From an optimization exercise on the open Yosys and OpenROAD flow, aimed at small area, a short achievable clock period and few clock cycles per item; shortcuts taken in it are not production practice.
Only simulation tests tie the RTL to the original design; equivalence was not proved.

## v6
// fpu_top
module fpu_top
  (input wire         clk,
   input wire         rstn,
   input wire         start,
   input wire [3:0]   op,
   input wire [31:0]  a,
   input wire [31:0]  b,
   output wire        ready,
   output wire        done,
   output wire [31:0] result);
Size: ~220 flip-flops, ~110 I/O pins, ~62000 um^2 of cells after synthesis.
clock: 17.5 ns
lec_check: 0
abc_area: 1
cap_margin: 20
core_margin: 2
core_utilization: 45
slew_margin: 20
tns_end_percent: 10
standard.sh (not shown) runs the stock make flow with config.mk's settings and CLKGATE_MAP_FILE= SYNTH_SCRIPT=/design/flow/synth_recipe.tcl, a recipe that flattens the netlist after the stock synthesis.
==> flow/flow/run.sh <==
#!/bin/bash
export SETUP_SLACK_MARGIN=10.5
export BUFFER_PORTS_ARGS="-buffer_cell sky130_fd_sc_hd__buf_4"
bash standard.sh > standard.log 2>&1
Testbench counts of v6, summed over its fixed seeds: cycles 58,171, ops 24,000.
### v6 -> v7
# v6
export LEC_CHECK = 0
export ABC_AREA = 1
export CAP_MARGIN = 20
export CORE_MARGIN = 2
export CORE_UTILIZATION = 45
export SLEW_MARGIN = 20
export TNS_END_PERCENT = 10
create_clock -name core_clock -period 17.5 [get_ports {clk}]
# v7
export LEC_CHECK = 0
export CAP_MARGIN = 20
export CORE_MARGIN = 2
export CORE_UTILIZATION = 45
export SLEW_MARGIN = 20
export TNS_END_PERCENT = 10
create_clock -name core_clock -period 17.5 [get_ports {clk}]
==> flow/flow/run.sh <==
#!/bin/bash
export SETUP_SLACK_MARGIN=9
bash standard.sh > standard.log 2>&1
==> run notes <==
- Compared with v6, v7 shows a time the worst path needs with I/O delays and setup that is 0.36 ns higher.
- Global-route wire length before repair: v6 and v7 compared, lower one is v6
- Status: clock-cell share of area parity (v7, v6)

* * *

== cedar ==
Another version of the RTL of fpu_top (not shown whole).
Size: roughly 63000 um2 of cells after synthesis.
Settings: LEC_CHECK=0, ABC_AREA=1, CAP_MARGIN=20, CORE_MARGIN=2, CORE_UTILIZATION=45, PLACE_DENSITY=0.7, SLEW_MARGIN=20, TNS_END_PERCENT=10; clock period 17.5 ns.
==> flow/flow/run.sh <==
#!/bin/bash
export SETUP_SLACK_MARGIN=10.5
export BUFFER_PORTS_ARGS="-buffer_cell sky130_fd_sc_hd__buf_4"
bash standard.sh > standard.log 2>&1
In cedar the implementation ran to completion but is not tape-out ready, as the final checks report capacitance limit, slew limit.
Testbench counts of cedar, summed over its fixed seeds: cycles 58,171, ops 24,000.
--- input diff cedar..birch ---
- a change of CORE_UTILIZATION from 45 to 42
- a deleted PLACE_DENSITY that had been 0.7
==> comparison <==
Across birch and cedar, a clean result was obtained everywhere but in cedar.
From the logs: cedar reached the end of the flow and failed the layout checks with capacitance limit, slew limit.
birch against cedar: maximum number of pins on one net before global-route repair has increased.
Between birch and cedar, the share of the clock period used by the worst path does not differ in any meaningful way.
The instance count of the mapped netlist on cedar is in line with that on birch.
Diff birch and cedar: layout buffer count excluding clock buffers higher in birch
birch against cedar: antenna diode count now smaller, cell count after placement rose 146, end-of-flow core utilization saw a decrease.
Compared to cedar, birch was floorplanned on a bigger die.
Clock-pin slew on the worst setup and hold paths: birch vs cedar, no meaningful difference
Clock distribution area overhead in the final layout: cedar vs birch — no meaningful difference

* * *

## run A
fpu_top, a different RTL version from the one above (not shown whole).
Size: about 9900 cells after synthesis, roughly 0.062 sq mm of cells after synthesis.
clock: 17.5 ns
lec_check: 0
abc_area: 1
cap_margin: 20
core_margin: 2
core_utilization: 45
slew_margin: 20
tns_end_percent: 10
==> flow/flow/run.sh <==
#!/bin/bash
export SETUP_SLACK_MARGIN=9
export BUFFER_PORTS_ARGS="-buffer_cell sky130_fd_sc_hd__buf_4"
bash standard.sh > standard.log 2>&1
In run A the implementation ran to completion but is not tape-out ready, as the final checks report max-capacitance violations, max-slew violations.
Testbench counts of run A, summed over its fixed seeds: cycles 58,171, ops 24,000.
diff inputs: run A => run B
Settings: removing ABC_AREA (formerly 1).
==> flow/flow/run.sh <==
#!/bin/bash
export SETUP_SLACK_MARGIN=9
bash standard.sh > standard.log 2>&1
Cells: run B has more instances than run A. Looking at required time at the worst-slack endpoint, run B sits below run A. | starting density of the core | run B vs run A | ≈ equal |. Going from run A to run B, worst clock skew grew by 0.019 ns; length of routed met3 wiring increased 8.7%; wire length went up; via count saw an increase. Run B ends up with a time the worst path needs with I/O delays and setup that is 0.083 ns higher than in run A. Run B vs run A: number of antenna violations at the first check in global routing down in run B. Run A reports its worst setup path category as reg -> reg while run B reports reg -> out. Run B completed end to end with timing, DRC and antenna clean. Share of the cycle needed by the critical path after routing up 0.48 points in run B wrt run A.

* * *

fpu_top with an RTL version that a note above also has.
Size: roughly 110 I/O pins, roughly 0.063 sq mm of cells after synthesis.
// fpu_top
module fpu_top
  (input wire         clk,
   input wire         rstn,
   input wire         start,
   input wire [3:0]   op,
   input wire [31:0]  a,
   input wire [31:0]  b,
   output wire        ready,
   output wire        done,
   output wire [31:0] result);
export LEC_CHECK = 0
export ABC_AREA = 1
export CAP_MARGIN = 40
export CORE_MARGIN = 2
export CORE_UTILIZATION = 45
export SLEW_MARGIN = 40
export TNS_END_PERCENT = 10
create_clock -name core_clock -period 17.5 [get_ports {clk}]
==> flow/flow/run.sh <==
#!/bin/bash
export SETUP_SLACK_MARGIN=10.5
export BUFFER_PORTS_ARGS="-buffer_cell sky130_fd_sc_hd__buf_4"
bash standard.sh > standard.log 2>&1
Testbench counts at the start, summed over its fixed seeds: cycles 58,171, ops 24,000.
Next try:
==> flow/flow/run.sh (replaced) <==
#!/bin/bash
export SETUP_SLACK_MARGIN=9
bash standard.sh > standard.log 2>&1
ABC_AREA = default   (was 1)
CAP_MARGIN = 20   (was 40)
SLEW_MARGIN = 20   (was 40)
The new run produced a clean layout. Via count climbs by 11%. Final area came out higher by 9.5%. Area after synthesis rises by 13%. Setup slack loses 580 ps. Wire length goes up by 7.7%. Clock-buffer cell count came out higher by 4. Cell count rises by 1.2%. Flip-flop and latch count is unchanged. Worst hold slack gains 48 ps. Core utilization went down by 1.8 points.
Next try:
==> flow/flow/run.sh (replaced) <==
#!/bin/bash
export SETUP_SLACK_MARGIN=10.5
export BUFFER_PORTS_ARGS="-buffer_cell sky130_fd_sc_hd__buf_4"
bash standard.sh > standard.log 2>&1
ABC_AREA = 1   (was default)
Routed wire length is lower by 8.2%.
Die area came out lower by about 11%.
Via count shrinks by about 10%.
Final area shrinks by about 9%.
Next try:
==> flow/flow/run.sh (replaced) <==
#!/bin/bash
export SETUP_SLACK_MARGIN=10
export BUFFER_PORTS_ARGS="-buffer_cell sky130_fd_sc_hd__buf_4"
bash standard.sh > standard.log 2>&1
Effect: Utilization barely changes. Global-route usage rises by 1.3 points. Wire length rises by 2.1%. Maximum frequency shrinks by 0.83%. Synthesized cell count is unchanged. Synthesized area does not change. Register-to-register slack gets worse by 130 ps. Cell area stays flat. Via count came out higher by 0.86%.

[re-timing with driven ports]
The flow's constraints put no driver on any port. The routed layouts listed below were extracted and timed again, unchanged, in two steps. Step 1: set_driving_cell puts a clkbuf_16 on clk and a buf_2 on each other input, an assumption about the parent block. Step 2, shift: input delay + t, output delay - t, t = (earliest + latest rising clock arrival at the registers) / 2. This alone moves slack from input paths to output paths. a / b / c = ideal / step 1 / step 2; a / b = the first two.
run | shift t [ns] | setup slack, ns | slew at the worst register clock pin (ns) | worst data-port slew with drivers (ns) | cell pins on the clock port's net
v6 | 0.706 | 8.809 / 8.729 / 8.238 | 0.07 / 0.07 | 0.17 | 1
v7 | 0.722 | 8.450 / 8.381 / 7.858 | 0.08 / 0.08 | 0.06 | 1
cedar | 0.716 | 9.194 / 9.147 / 8.805 | 0.10 / 0.10 | 0.14 | 1
birch | 0.746 | 9.179 / 9.094 / 8.613 | 0.09 / 0.09 | 0.11 | 1
run A | 0.720 | 8.629 / 8.629 / 8.629 | 0.08 / 0.08 | 0.07 | 1
run B | 0.732 | 8.546 / 8.467 / 7.977 | 0.08 / 0.08 | 0.05 | 1
the first run of note 4 | 0.743 | 9.094 / 9.078 / 8.891 | 0.08 / 0.08 | 0.08 | 1
the second run of note 4 | 0.772 | 8.516 / 8.408 / 7.985 | 0.08 / 0.08 | 0.05 | 1
the third run of note 4 | 0.760 | 9.220 / 9.127 / 8.733 | 0.08 / 0.08 | 0.07 | 1
the fourth run of note 4 | 0.720 | 9.151 / 9.145 / 9.042 | 0.07 / 0.07 | 0.11 | 1
For v7, which loses most, drivers alone change the setup slack by -0.069 ns; drivers and shift together by -0.592 ns.
